Background: an optimization exercise with open tools, aiming at small area, a short achievable clock period and few clock cycles. Do not read the settings as production practice.
Only simulation tests tie the RTL to the original design; equivalence was not proved.
Power and IR drop assume default switching activity.

==> flow/run.sh <==
#!/bin/bash
# synth_recipe.tcl (not shown) runs the flow's synth.tcl, then flattens the netlist and writes it again
# the make line also repeats each setting of config.mk as NAME=value (left out here)
make -C /OpenROAD-flow-scripts/flow DESIGN_CONFIG=/design/flow/config.mk WORK_HOME=/design/flow/orfs CLKGATE_MAP_FILE= SYNTH_SCRIPT=/design/flow/synth_recipe.tcl finish
==> flow/config.mk <==
export PLATFORM = sky130hd
export DESIGN_NAME = MIPS_Multi_Cycle
export DESIGN_NICKNAME = MIPS_Multi_Cycle
export VERILOG_FILES = /design/flow/design.v
export SDC_FILE = /design/flow/constraint.sdc
export NUM_CORES = 8
export LEC_CHECK = 0
export CAP_MARGIN = 30
export CORE_MARGIN = 2
export CORE_UTILIZATION = 40
export SLEW_MARGIN = 30
==> flow/constraint.sdc <==
create_clock -name core_clock -period 15.0 [get_ports {clk}]
set_input_delay 3.0000 -clock core_clock [delete_from_list [all_inputs] [get_ports {clk}]]
set_output_delay 3.0000 -clock core_clock [all_outputs]
set_load 0.01 [all_outputs]
==> flow/design.v <==
module RegisterUnit
#(
    parameter W = 8,
    parameter RstValue = 0
)(
    input                   clk, rst, en, 
    input       [W-1:0]     D,
    output reg  [W-1:0]     Q
);
always @(posedge clk or negedge rst)begin
    if (!rst) Q <= RstValue;
    else if (en) Q <= D;
    else Q <= Q;
end
endmodule
module MultiplexerUnit
#(
    parameter SEL = 2,
    parameter WORD = 8
)
(
    input   [(2**SEL)*WORD-1:0] DATAin,
    input   [SEL-1:0] Select,
    output  [WORD-1:0] DATAout
);
wire [WORD-1:0] Ddatas [2**SEL-1:0];
genvar i;
generate
    for(i = 0; i < 2**SEL; i = i + 1)begin : Dat
        assign Ddatas[i] = DATAin[(WORD-1+WORD*i):(0+WORD*i)];
    end
endgenerate
assign DATAout = Ddatas[Select];
endmodule
module DecoderUnit
#(
    parameter LEN = 2
)
(
    input   [LEN-1:0]   Dir,
    output  [2**LEN-1:0] Sal
);
localparam [2**LEN-1:0]ONE = 'b1;
assign Sal = ONE << Dir;
endmodule
module Register_File
#(
    parameter N = 32,
    parameter ADDR = 5
)
(
    input               clk,
    input               reset,
    input               Reg_Write_i,
    input   [ADDR-1:0]  Write_Register_i,
    input   [ADDR-1:0]  Read_Register_1_i,
    input   [ADDR-1:0]  Read_Register_2_i,
    input   [N-1:0]     Write_Data_i,
    output  [N-1:0]     Read_Data_1_o,
    output  [N-1:0]     Read_Data_2_o
);
wire [2**ADDR-1:0] DecEnables;
wire [(2**ADDR)*N-1:0] Words;
genvar i;
generate
    for(i = 0; i < 2**ADDR; i = i + 1) begin: REG
        if (i == 0)
            RegisterUnit #(.W(N)) R(.clk(clk), .rst(reset), .en(Reg_Write_i & DecEnables[i]), .D({N{1'b0}}), .Q(Words[(N-1+N*i):(0+N*i)]));
        else if (i == 29)
            RegisterUnit #(.W(N), .RstValue(32'h1001_0000 + ('d63 << 2))) R(.clk(clk), .rst(reset), .en(Reg_Write_i & DecEnables[i]), .D(Write_Data_i), .Q(Words[(N-1+N*i):(0+N*i)]));
        else
            RegisterUnit #(.W(N)) R(.clk(clk), .rst(reset), .en(Reg_Write_i & DecEnables[i]), .D(Write_Data_i), .Q(Words[(N-1+N*i):(0+N*i)]));
    end
endgenerate
DecoderUnit #(.LEN(ADDR)) Decoder(.Dir(Write_Register_i), .Sal(DecEnables));
MultiplexerUnit #(.SEL(ADDR), .WORD(N)) Mux0(.DATAin(Words),.Select(Read_Register_1_i),.DATAout(Read_Data_1_o));
MultiplexerUnit #(.SEL(ADDR), .WORD(N)) Mux1(.DATAin(Words),.Select(Read_Register_2_i),.DATAout(Read_Data_2_o));
endmodule
module ALU 
#(
	parameter WIDTH = 8
)(
	input	[WIDTH-1:0]		A_in, B_in,
	input	[3:0]			select,
	output					Z,
	output reg [WIDTH-1:0]		ALUres	
);		  
wire [4:0] shampt;
assign Z = (ALUres == 'h0)? 1'b1: 1'b0;
assign shampt = B_in[10:6];
always @(*) begin
	case (select)
		4'b0000:	ALUres = A_in + B_in;
		4'b0001:	ALUres = A_in & B_in;
		4'b0010:	ALUres = A_in | B_in;
		4'b0011:	ALUres = ~(A_in | B_in);
		4'b0100:	ALUres = (A_in < B_in) ? 'b1: 'b0; 
		4'b0101:	ALUres = A_in << shampt;
		4'b0110:	ALUres = A_in >> shampt;
		4'b0111:	ALUres = A_in - B_in;
		4'b1000:	ALUres = A_in * B_in;
		4'b1001:	ALUres = {B_in[15:0], 16'b0};
		default: 	ALUres = A_in + B_in;
	endcase
end
endmodule
module RAM_mem
#(
    parameter WORD = 32, DEPTH = 64
)(
    input [$clog2(DEPTH)-1:0] ADDR,
    input [WORD-1:0] DATA_in,
    input clk, we,
    output [WORD-1:0] DATA_out
);
reg [WORD-1:0] ram [DEPTH-1:0];
always @(posedge clk) begin
    if (we) ram[ADDR] <= DATA_in;
end
assign DATA_out = ram[ADDR];
endmodule
module Memory_System
#(
    parameter MEMORY_DEPTH = 64,
    DATA_WIDTH = 32,
    ROM_ADDR_W = 10
)(
    input Write_Enable_i, CLK, RST,
    input [DATA_WIDTH-1:0] Write_Data,
    input [31:0] Address_i,
    output [DATA_WIDTH-1:0] Read_Data,
    output [DATA_WIDTH-1:0] OutPort1,
    input [DATA_WIDTH-1:0] InPort1,
    output [ROM_ADDR_W-1:0] ROM_Addr_o,
    input [DATA_WIDTH-1:0] ROM_Data_i
);
wire [DATA_WIDTH-1:0] ram_out, rom_out;
reg [1:0] MUXsel;
wire Outen;
wire [$clog2(MEMORY_DEPTH)-1:0] Addr_mems;
assign ROM_Addr_o = Address_i[ROM_ADDR_W+1:2];
assign rom_out = ROM_Data_i;
RAM_mem
#(
    .WORD(DATA_WIDTH), .DEPTH(MEMORY_DEPTH)
) RAM_U0(
    .ADDR(Addr_mems),
    .DATA_in(Write_Data),
    .clk(CLK),
    .we(Write_Enable_i & (MUXsel == 2'b01)),
    .DATA_out(ram_out)
);
MultiplexerUnit
#(    
    .SEL(2), .WORD(DATA_WIDTH)
) MUX_U0(
    .DATAin({OutPort1, InPort1, ram_out, rom_out}),
    .Select(MUXsel),
    .DATAout(Read_Data)
);
RegisterUnit 
#(
    .W(DATA_WIDTH)
)   OutPort(
    .clk(CLK),
    .rst(RST),
    .en(Outen),
    .D(Write_Data),
    .Q(OutPort1)
);
assign Addr_mems = Address_i[$clog2(MEMORY_DEPTH)+1:2];
assign Outen = (Write_Enable_i && MUXsel == 2'b11)? 1'b1: 1'b0;
always @(*)begin
    if (Address_i == 32'h3F_FFC0) MUXsel <= 2'b11;
    else if (Address_i == 32'h3F_FFBC) MUXsel <= 2'b10;
    else if (Address_i >= 32'h1001_0000) MUXsel <= 2'b01;
    else  MUXsel <= 2'b00;
end
endmodule
module SignExtend(
    input       [15:0]  Imm,
    input               SignZero,
    output      [31:0]  ExtImm
);
assign ExtImm = SignZero? {16'b0,Imm} : {{16{Imm[15]}}, Imm};
endmodule
module UC_FSM
(
    input CLK,
    input CLR,
    input [5:0] Op,
    input [5:0] Funct,
    output  PCWrite, BranchEq, BranchNeq, IorD, MemWrite, IRWrite,
    output  RegDst, MemtoReg, RegWrite, ALUSrcA, PCSrc, Jen, Jal,
    output  SignZero, IntorPeri,
    output [1:0] ALUSrcB,
    output [3:0] ALUControl
);
reg [20:0] Ctrl_signals;
localparam [2:0] 
    IF = 3'b000,
    ID = 3'b001, 
    EX = 3'b010, 
    MA = 3'b011, 
    WB = 3'b100;
localparam [5:0]
    _add    = 'h20,
    _addu   = 'h21,
    _and    = 'h24,
    _jr     = 'h8,
    _nor    = 'h27,
    _or     = 'h25,
    _slt    = 'h2a,
    _sltu   = 'h2b,
    _sll    = 'h0,
    _srl    = 'h2,
    _sub    = 'h22,
    _subu   = 'h23,
    _addi   = 'h8,
    _addiu  = 'h9,
    _andi   = 'hc,
    _beq    = 'h4,
    _bne    = 'h5,
    _lbu    = 'h24,
    _lhu    = 'h25,
    _ll     = 'h30,
    _lui    = 'hf,
    _lw     = 'h23,
    _ori    = 'hd,
    _slti   = 'ha,
    _sltiu  = 'hb,
    _sb     = 'h28,
    _sc     = 'h38,
    _sh     = 'h29,
    _sw     = 'h2b,
    _j      = 'h2,
    _jal    = 'h3,
    _mul    = 'h1C;  
assign {Jal,
        IntorPeri, SignZero, Jen, PCWrite,           
        BranchEq, BranchNeq, IorD, MemWrite,     
        IRWrite, RegDst, MemtoReg, RegWrite,     
        ALUSrcA, ALUSrcB, PCSrc,              
        ALUControl                        
        } = Ctrl_signals;
reg [2:0] STATE, NEXT;
always @(posedge CLK or negedge CLR) begin
    if (!CLR) STATE <= IF;
    else STATE <= NEXT;
end
always @(*) begin
    case (STATE)
        IF:begin     
            NEXT = ID;
            Ctrl_signals = 'h01_08_20;
        end  
        ID:begin     
            case (Op)
                'h0:begin
                    NEXT = EX;
                    case (Funct)
                        _jr:Ctrl_signals = 'h00_00_80;
                        default: Ctrl_signals = 'h0;
                    endcase
                end
                _addi:begin
                    NEXT = EX;
                    Ctrl_signals = 'h00_00_C0;
                end
                _addiu:begin
                    NEXT = EX;
                    Ctrl_signals = 'h00_00_C0;
                end
                _ori:begin
                    NEXT = EX;
                    Ctrl_signals = 'h04_00_C2;
                end
                _slti:begin
                    NEXT = EX;
                    Ctrl_signals = 'h00_00_C4;
                end
                _beq:begin
                    NEXT = EX;
                    Ctrl_signals = 'h00_00_60;
                end
                _j:begin
                    NEXT = IF;
                    Ctrl_signals = 'h03_00_00;
                end
                _jal:begin
                    NEXT = IF;
                    Ctrl_signals = 'h13_01_00;
                end
                _lui:begin
                    NEXT = EX;
                    Ctrl_signals = 'h00_00_C9;
                end
                _lw:begin
                    NEXT = EX;
                    Ctrl_signals = 'h00_22_C0;
                end
                _sw:begin
                    NEXT = EX;
                    Ctrl_signals = 'h00_20_C0;
                end
                _mul:begin
                    NEXT = EX;
                    Ctrl_signals = 'h0;
                end
                default:begin
                    NEXT = EX;
                    Ctrl_signals = 'h0;
                end  
            endcase
        end  
        EX:begin     
            case (Op)
                'h0:begin  
                    case (Funct)
                        _add :begin
                            NEXT = WB;
                            Ctrl_signals = 'h00_04_80;
                        end
                        _jr:begin
                            NEXT = IF;
                            Ctrl_signals = 'h01_00_80;
                        end
                        default: begin
                            NEXT = EX;
                            Ctrl_signals = 'h0;
                        end
                    endcase
                end
                _addi:begin
                    NEXT = WB;
                    Ctrl_signals = 'h00_00_C0;
                end
                _addiu:begin
                    NEXT = WB;
                    Ctrl_signals = 'h00_00_C0;
                end
                _ori:begin
                    NEXT = WB;
                    Ctrl_signals = 'h04_00_C2;
                end
                _slti:begin
                    NEXT = WB;
                    Ctrl_signals = 'h00_00_C4;
                end
                _beq:begin
                    NEXT = IF;
                    Ctrl_signals = 'h00_80_97;
                end
                _lui:begin
                    NEXT = WB;
                    Ctrl_signals = 'h00_00_C9;
                end
                _lw:begin
                    NEXT = MA;
                    Ctrl_signals = 'h00_22_C0;
                end
                _sw:begin
                    NEXT = WB;
                    Ctrl_signals = 'h00_20_C0;
                end
                _mul:begin
                    NEXT = WB;
                    Ctrl_signals = 'h00_04_88;
                end
                default: begin
                    NEXT = WB;
                    Ctrl_signals = 'h0;
                end
            endcase
        end  
        MA:begin  
            case (Op)
                _lw:begin
                    NEXT = WB;
                    Ctrl_signals = 'h00_22_00;
                end
                default:begin
                    NEXT = IF;
                    Ctrl_signals = 'h0;
                end
            endcase
        end       
        WB:begin     
            case (Op)
                'h0:begin  
                    NEXT = IF;
                    case (Funct)
                        _add : Ctrl_signals = 'h00_05_00;
                        default: Ctrl_signals = 'h0;
                    endcase
                end
                _addi:begin
                    NEXT = IF;
                    Ctrl_signals = 'h0_01_00;
                end
                _addiu:begin
                    NEXT = IF;
                    Ctrl_signals = 'h0_01_00;
                end
                _ori :begin
                    NEXT = IF;
                    Ctrl_signals = 'h08_01_00;
                end
                _slti:begin
                    NEXT = IF;
                    Ctrl_signals = 'h00_01_00;
                end
                _lui:begin
                    NEXT = IF;
                    Ctrl_signals = 'h00_01_00;
                end
                _lw:begin
                    NEXT = IF;
                    Ctrl_signals = 'h00_03_00;
                end
                _sw:begin
                    NEXT = IF;
                    Ctrl_signals = 'h00_30_00;
                end
                _mul:begin
                    NEXT = IF;
                    Ctrl_signals = 'h00_05_00;
                end
                default: begin
                    NEXT = IF;
                    Ctrl_signals = 'h0;
                end
            endcase
        end  
        default:begin    
            NEXT = IF;
            Ctrl_signals = 'h0;
        end
    endcase  
end  
endmodule
module MIPS_Multi_Cycle
(
    input clk,
    input reset,
    input   [7:0] GPIO_i,
    output  [31:0] GPIO_o_hex,
    output  [9:0] rom_addr,
    input   [31:0] rom_data
);
localparam BUS = 32;
wire    [BUS-1:0]  MS_Rdat;     
wire    [BUS-1:0]  RF_RD1, RF_RD2;  
wire               ALU_z, PCen;
wire    [BUS-1:0]  ALUresult;  
wire    [BUS-1:0]  SignImm;  
wire IorD, MemWrite, IRWrite, PCWrite;
wire BranchEq, PCSrc, ALUSrcA, RegWrite, Jal;
wire MemtoReg, RegDst, BranchNeq, Jen, SignZero, IntorPeri;
wire [1:0] ALUSrcB;
wire [3:0] ALUControl;
wire [BUS-1:0]  PC_reg, Instr_reg, Data_reg, A_reg, B_reg, ACC_reg;  
wire [BUS-1:0]  AdrSM_mux, WDRF_mux, SrcA_mux, SrcB_mux, PCin_mux, ALUR_mux, Peri_mux;    
wire [4:0] A3RF_mux, IorR_mux;
assign PCen = PCWrite || (BranchEq && ALU_z) || (BranchNeq && ~ALU_z) ;
Memory_System #(.MEMORY_DEPTH(64), .DATA_WIDTH(BUS), .ROM_ADDR_W(10)) 
IDM_U0(
    .Write_Enable_i(MemWrite),
    .CLK(clk),
    .RST(reset),
    .Write_Data(B_reg),
    .Address_i(AdrSM_mux),
    .Read_Data(MS_Rdat),
    .OutPort1(GPIO_o_hex),
    .InPort1({24'b0, GPIO_i}),
    .ROM_Addr_o(rom_addr),
    .ROM_Data_i(rom_data)
);
Register_File #(.N(BUS), .ADDR(5))
RF_U1(
    .clk(clk),
    .reset(reset),
    .Reg_Write_i(RegWrite),
    .Write_Register_i(A3RF_mux),
    .Read_Register_1_i(Instr_reg[25:21]),
    .Read_Register_2_i(Instr_reg[20:16]),
    .Write_Data_i(Peri_mux),
    .Read_Data_1_o(RF_RD1),
    .Read_Data_2_o(RF_RD2)
);
ALU #(.WIDTH(BUS))
ALU_U2(
    .A_in(SrcA_mux),
    .B_in(SrcB_mux),
	.select(ALUControl),
    .Z(ALU_z),
    .ALUres(ALUresult)	
);
SignExtend SigExt_U14(
    .Imm(Instr_reg[15:0]),
    .SignZero(SignZero),
    .ExtImm(SignImm)
);
UC_FSM UC_U15(
    .CLK(clk),
    .CLR(reset),
    .Op(Instr_reg[31:26]),
    .Funct(Instr_reg[5:0]),
    .PCWrite(PCWrite),
    .BranchEq(BranchEq),
    .BranchNeq(BranchNeq),
    .IorD(IorD),
    .MemWrite(MemWrite),
    .IRWrite(IRWrite),
    .RegDst(RegDst),
    .MemtoReg(MemtoReg),
    .RegWrite(RegWrite),
    .ALUSrcA(ALUSrcA),
    .PCSrc(PCSrc),
    .ALUSrcB(ALUSrcB),
    .ALUControl(ALUControl),
    .Jen(Jen),
    .SignZero(SignZero),
    .IntorPeri(IntorPeri),
    .Jal(Jal)
);
RegisterUnit#(.W(BUS), .RstValue(32'h0040_0000))
PC_U3(
    .clk(clk),
    .rst(reset),
    .en(PCen),
    .D(PCin_mux),
    .Q(PC_reg)
);
RegisterUnit#(.W(BUS))
IR_U4(
    .clk(clk),
    .rst(reset),
    .en(IRWrite),
    .D(MS_Rdat),
    .Q(Instr_reg)
);
RegisterUnit#(.W(BUS))
DT_U5(
    .clk(clk),
    .rst(reset),
    .en(1'b1),
    .D(MS_Rdat),
    .Q(Data_reg)
);
RegisterUnit#(.W(2*BUS))
RFreg_U6(
    .clk(clk),
    .rst(reset),
    .en(1'b1),
    .D({RF_RD2, RF_RD1}),
    .Q({B_reg, A_reg})
);
RegisterUnit#(.W(BUS))
ACC_U7(
    .clk(clk),
    .rst(reset),
    .en(1'b1),
    .D(ALUresult),
    .Q(ACC_reg)
);
MultiplexerUnit#(.SEL(1), .WORD(BUS))
DIRmux_U8(
    .DATAin({ACC_reg, PC_reg}),
    .Select(IorD),
    .DATAout(AdrSM_mux)
);
MultiplexerUnit#(.SEL(1), .WORD(5))
WRRFmux_U9(
    .DATAin({Instr_reg[15:11], Instr_reg[20:16]}),
    .Select(RegDst),
    .DATAout(IorR_mux)
);
MultiplexerUnit#(.SEL(1), .WORD(5))
WRRFmux_U18(
    .DATAin({5'd31, IorR_mux}),
    .Select(Jal),
    .DATAout(A3RF_mux)
);
MultiplexerUnit#(.SEL(1), .WORD(BUS))
WDRFmux_U10(
    .DATAin({Data_reg, ACC_reg}),
    .Select(MemtoReg),
    .DATAout(WDRF_mux)
);
MultiplexerUnit#(.SEL(1), .WORD(BUS))
Aselmux_U11(
    .DATAin({A_reg, PC_reg}),
    .Select(ALUSrcA),
    .DATAout(SrcA_mux)
);
MultiplexerUnit#(.SEL(2), .WORD(BUS))
Bselmux_U12(
    .DATAin({SignImm << 2, SignImm, 32'h4, B_reg}),
    .Select(ALUSrcB),
    .DATAout(SrcB_mux)
);
MultiplexerUnit#(.SEL(1), .WORD(BUS))
ALUoutmux_U13(
    .DATAin({ACC_reg, ALUresult}),
    .Select(PCSrc),
    .DATAout(ALUR_mux)
);
MultiplexerUnit#(.SEL(1), .WORD(BUS))
PCselmux_U16(
    .DATAin({{PC_reg[31:28], Instr_reg[25:0], 2'b00}, ALUR_mux}),
    .Select(Jen),
    .DATAout(PCin_mux)
);
MultiplexerUnit#(.SEL(1), .WORD(BUS))
Periphmux_U17(
    .DATAin({{24'h0 , GPIO_i} , WDRF_mux}),
    .Select(IntorPeri),
    .DATAout(Peri_mux)
);
endmodule
==> summary.md <==
| Metric | Value |
|---|---|
| Routability Congestion | `0.981` |
| Crit path max-delay family | `compound AO/OA/AOI/OAI gates` |
| Dpl hpwl | `372 mm` |
| Psw | `20100 uW` |
| Total CTS buffers | `343` |
| H-Tree Depth | `5` |
| Rows | `225` |
| Post-Layout Cell Count | `16400` |
| Switching Share | `0.464` |
| Max-Cap Viols | `0` |
| Slowest cell on the critical path | `clkinv_1` |
| FF+latch count, synth | `3267` |
| Routed WL | `633 mm` |
| CP required | `15.88 ns` |
| Internal power | `23200 uW` |
| Iteration-0 DRC Markers | `18300` |
| Slew at the pin closest to its max-slew limit | `1.20 ns` |
| Final max-slew violation count | `0` |
| Post-CTS Repair Setup Buffers | `0` |
| Ratio of cells with drive above 1 in the final layout | `0.204` |
| Vias/cell | `6.82` |
| Area growth, synth to finish | `13.5%` |
| Gr ovfl total | `0` |
| Number of antenna violations at the first check in global routing | `44` |
| Initial Util | `0.401` |
| Core area | `375000 um2` |
| Maximum VDD drop | `948 uV` |
| Vias in the first global route | `108000` |
| Worst-skew pair later-pin latency | `1.01 ns` |
| Post-synthesis net count | `11800` |
| CTS tree | `done` |
| Final number of setup-violating endpoints | `0` |
| Warnings from Yosys | `12` |
| Final period utilization | `0.925` |
| Die Height | `617 um` |
| Register area share after synthesis | `0.612` |
| Port buffer count | `83` |
| Cell mode on critical path | `fa_1` |
| Fill cells | `33200` |
| Largest net degree at the start of global routing | `163` |
| Post-synthesis cell count | `11100` |
| Dominant cell type by area after synthesis | `edfxtp_1` |
| Most common cell in the netlist | `edfxtp_1` |
| Clock Sinks | `3267` |
| First-pass GRT wire length | `868 mm` |
| Root Driver | `clkbuf_16` |
| Drt first pass iters | `13` |
| Hold crit path type | `flop to flop` |
| Nets | `11800` |
| PostCTS Resize Cnt | `0` |
| Status | `no timing/DRC/antenna violations` |
| Antenna Nets Post-Route | `0` |
| Setup crit start kind | `flop` |
| P_leak | `0.0607 uW` |
| Worst Skew | `0.115 ns` |
| DIE AREA | `381000 um2` |
| RSZ-0062 raised after global routing | `false` |
| Worst Path Buf+Inv | `4` |
| Dominant synthesized flop cell | `edfxtp_1` |
| IO Count | `84` |
| Fmax | `72.0 MHz` |
| PwrDens | `254 nW/um2` |
| Flop pwr share | `0.239` |
| DR DRC count | `0` |
| Mean cell area of the mapped netlist | `13.6 um2` |
| Slowest cell delay on critical path | `0.72 ns` |
| Vias | `112000` |
| Dpl cells | `15700` |
| Crit Path Category | `flop to flop` |
| Min cycle time layout | `13.88 ns` |
| Clk pwr share | `0.196` |
| Synth top cells by count | `edfxtp_1 (2048), dfrtp_1 (1210), mux2_2 (1081)` |
| Critical Path AT | `14.76 ns` |
| Hold Crit Depth | `1` |
| Final hold viol count | `0` |
| Synth unique cells | `103` |
| Main area contributors after synthesis | `edfxtp_1 (41%), dfrtp_1 (20%), mux2_2 (8.1%)` |
| Setup crit end kind | `flop` |
| Post-Syn Area | `150000 um2` |
| Post-synthesis async set-or-reset flop share | `0.373` |
| # hold bufs at CTS | `0` |
| Max-Slew Margin vs Limit | `0.198` |
| Routed WL per cell | `38.6 um` |
| Number of synthesized flops with an enable pin | `2048` |
| CP max FO | `36` |
| Crit. path cell count | `34` |
| Top-area cell type share of the netlist area | `0.409` |
| Logic gate share of total power | `0.565` |
| R2R depth | `34` |
| Setup TNS | `0 ns` |
| GRT Overall Usage | `0.323` |
| CTS max path bufs | `4` |
| Die width | `617 um` |
| Clk slew on worst S/H paths | `0.06 ns` |
-- sequential cells by signal (all words and copies together) (netlist names) --
signal and count:
ACC_U7.Q 32, DT_U5.Q 32, IDM_U0.OutPort.Q 32, IDM_U0.RAM_U0.ram 2048, IR_U4.Q 32, PC_U3.Q 32
RF_U1.REG.genblk1.genblk1.R.Q 992, RFreg_U6.Q 64, UC_U15.STATE 3
-- power by group through the flow --
stage | logic (uW) | registers [uW] | clock network, uW
2_1_floorplan | 15400 | 10400 | 0
3_3_place_gp | 23800 | 10500 | 0
3_5_place_dp | 23800 | 10500 | 0
4_1_cts | 24000 | 10300 | 8510
5_1_grt | 26200 | 10400 | 8850
6_report | 24500 | 10300 | 8480
-- final timing paths --
path	from	endpoint	slack, ns
max in group asynchronous	reset	RFreg_U6.Q[37]	9.95
worst min register to register	PC_U3.Q[29]	PC_U3.Q[29]	0.52
worst min-delay path	PC_U3.Q[29]	PC_U3.Q[29]	0.52
worst max register to register	IR_U4.Q[29]	PC_U3.Q[12]	1.12
worst max-delay path	IR_U4.Q[29]	PC_U3.Q[12]	1.12
min in group asynchronous	reset	IDM_U0.OutPort.Q[26]	2.00
-- metrics by stage --
stage               setup WS [ns]  cell area [um2]  total power (uW)   util  hold WS [ns]
detailed placement           1.57           159000             34300  0.425         0.510
floorplan                    3.78           150000             25800      -         0.477
global route                0.664           171000             45400  0.455         0.537
finish                       1.12           171000             43300  0.455         0.524
global placement             1.55           159000             34300  0.424         0.493
CTS                          1.44           170000             42800  0.454         0.525
-- placed cells by master (no fill, tap or decap), types with 128 or more instances in the layout --
cell type / synthesis / routed
edfxtp_1: 2048 / 2048
dfrtp_1: 1210 / 1178
mux2_2: 1081 / 1081
o22ai_1: 1068 / 1068
a22oi_1: 622 / 621
inv_1: 495 / 494
nor2_1: 631 / 466
fa_1: 410 / 410
nand2_1: 392 / 373
buf_4: 1 / 363
clkbuf_16: 0 / 351
ha_1: 219 / 219
nand3_1: 203 / 195
a221oi_1: 162 / 162
nor2_4: 1 / 160
a21oi_1: 154 / 148
a22o_1: 148 / 148
nor4_1: 160 / 146
nand4_1: 135 / 135
o41ai_1: 142 / 131
o21ai_0: 146 / 128
-- per-layer routing --
metal,vias to the layer above,track usage,share of wire
li1,43000,-,-
met1,57700,0.422,0.37
met2,8826,0.471,0.42
met3,2312,0.107,0.13
met4,22,0.188,0.072
met5,-,0.000505,0.00057
-- kinds of logic after synthesis --
group                      Yosys count  synth area share
AOI/OAI and AO/OA                 2794             0.132
xor gates and xnor gates           103           0.00647
adders and majority gates          629            0.0728
buffers and inverters             1341            0.0339
DFF                               3267             0.612
muxes                             1151            0.0857
and+or+nand+nor                   1806            0.0575
-- cell type report --
class | instances | area (um2) | area share
Tap cell | 4994 | 6250 | 0.0366
Antenna cell | 45 | 113 | 0.000660
Inverter | 511 | 1920 | 0.0113
Timing Repair Buffer | 483 | 4200 | 0.0246
Sequential cell | 3267 | 92100 | 0.539
Multi-Input combinational cell | 6483 | 55100 | 0.323
Clock inverter | 143 | 1470 | 0.00859
Clock buffer | 476 | 9540 | 0.0559
Testbench counts, summed over its fixed seeds: cycles 1,843,110.

-- re-timing with driven ports --
How much do the figures lean on ideal ports? The routed layout below was timed once more, with nothing changed but the port constraints.
Step 1 assumes that a clkbuf_16 drives the clock port and a buf_2 every other input.
Step 2 times the ports against the registers' clock, not the clock port: input delays grow and output delays shrink by t, the midpoint of the rising clock arrivals with the driver on.
Three values: ideal, step 1, step 2; two values: the first two.
t, ns: 1.049
slack for setup (ns): 1.119 / 1.119 / 1.119
slew at the worst register clock pin (ns): 0.07 / 0.07
pins driven straight from the clock port: 1
After both steps setup and hold are still met in this run. For this run, drivers alone change the setup slack by 0.000 ns; drivers and shift together by 0.000 ns.
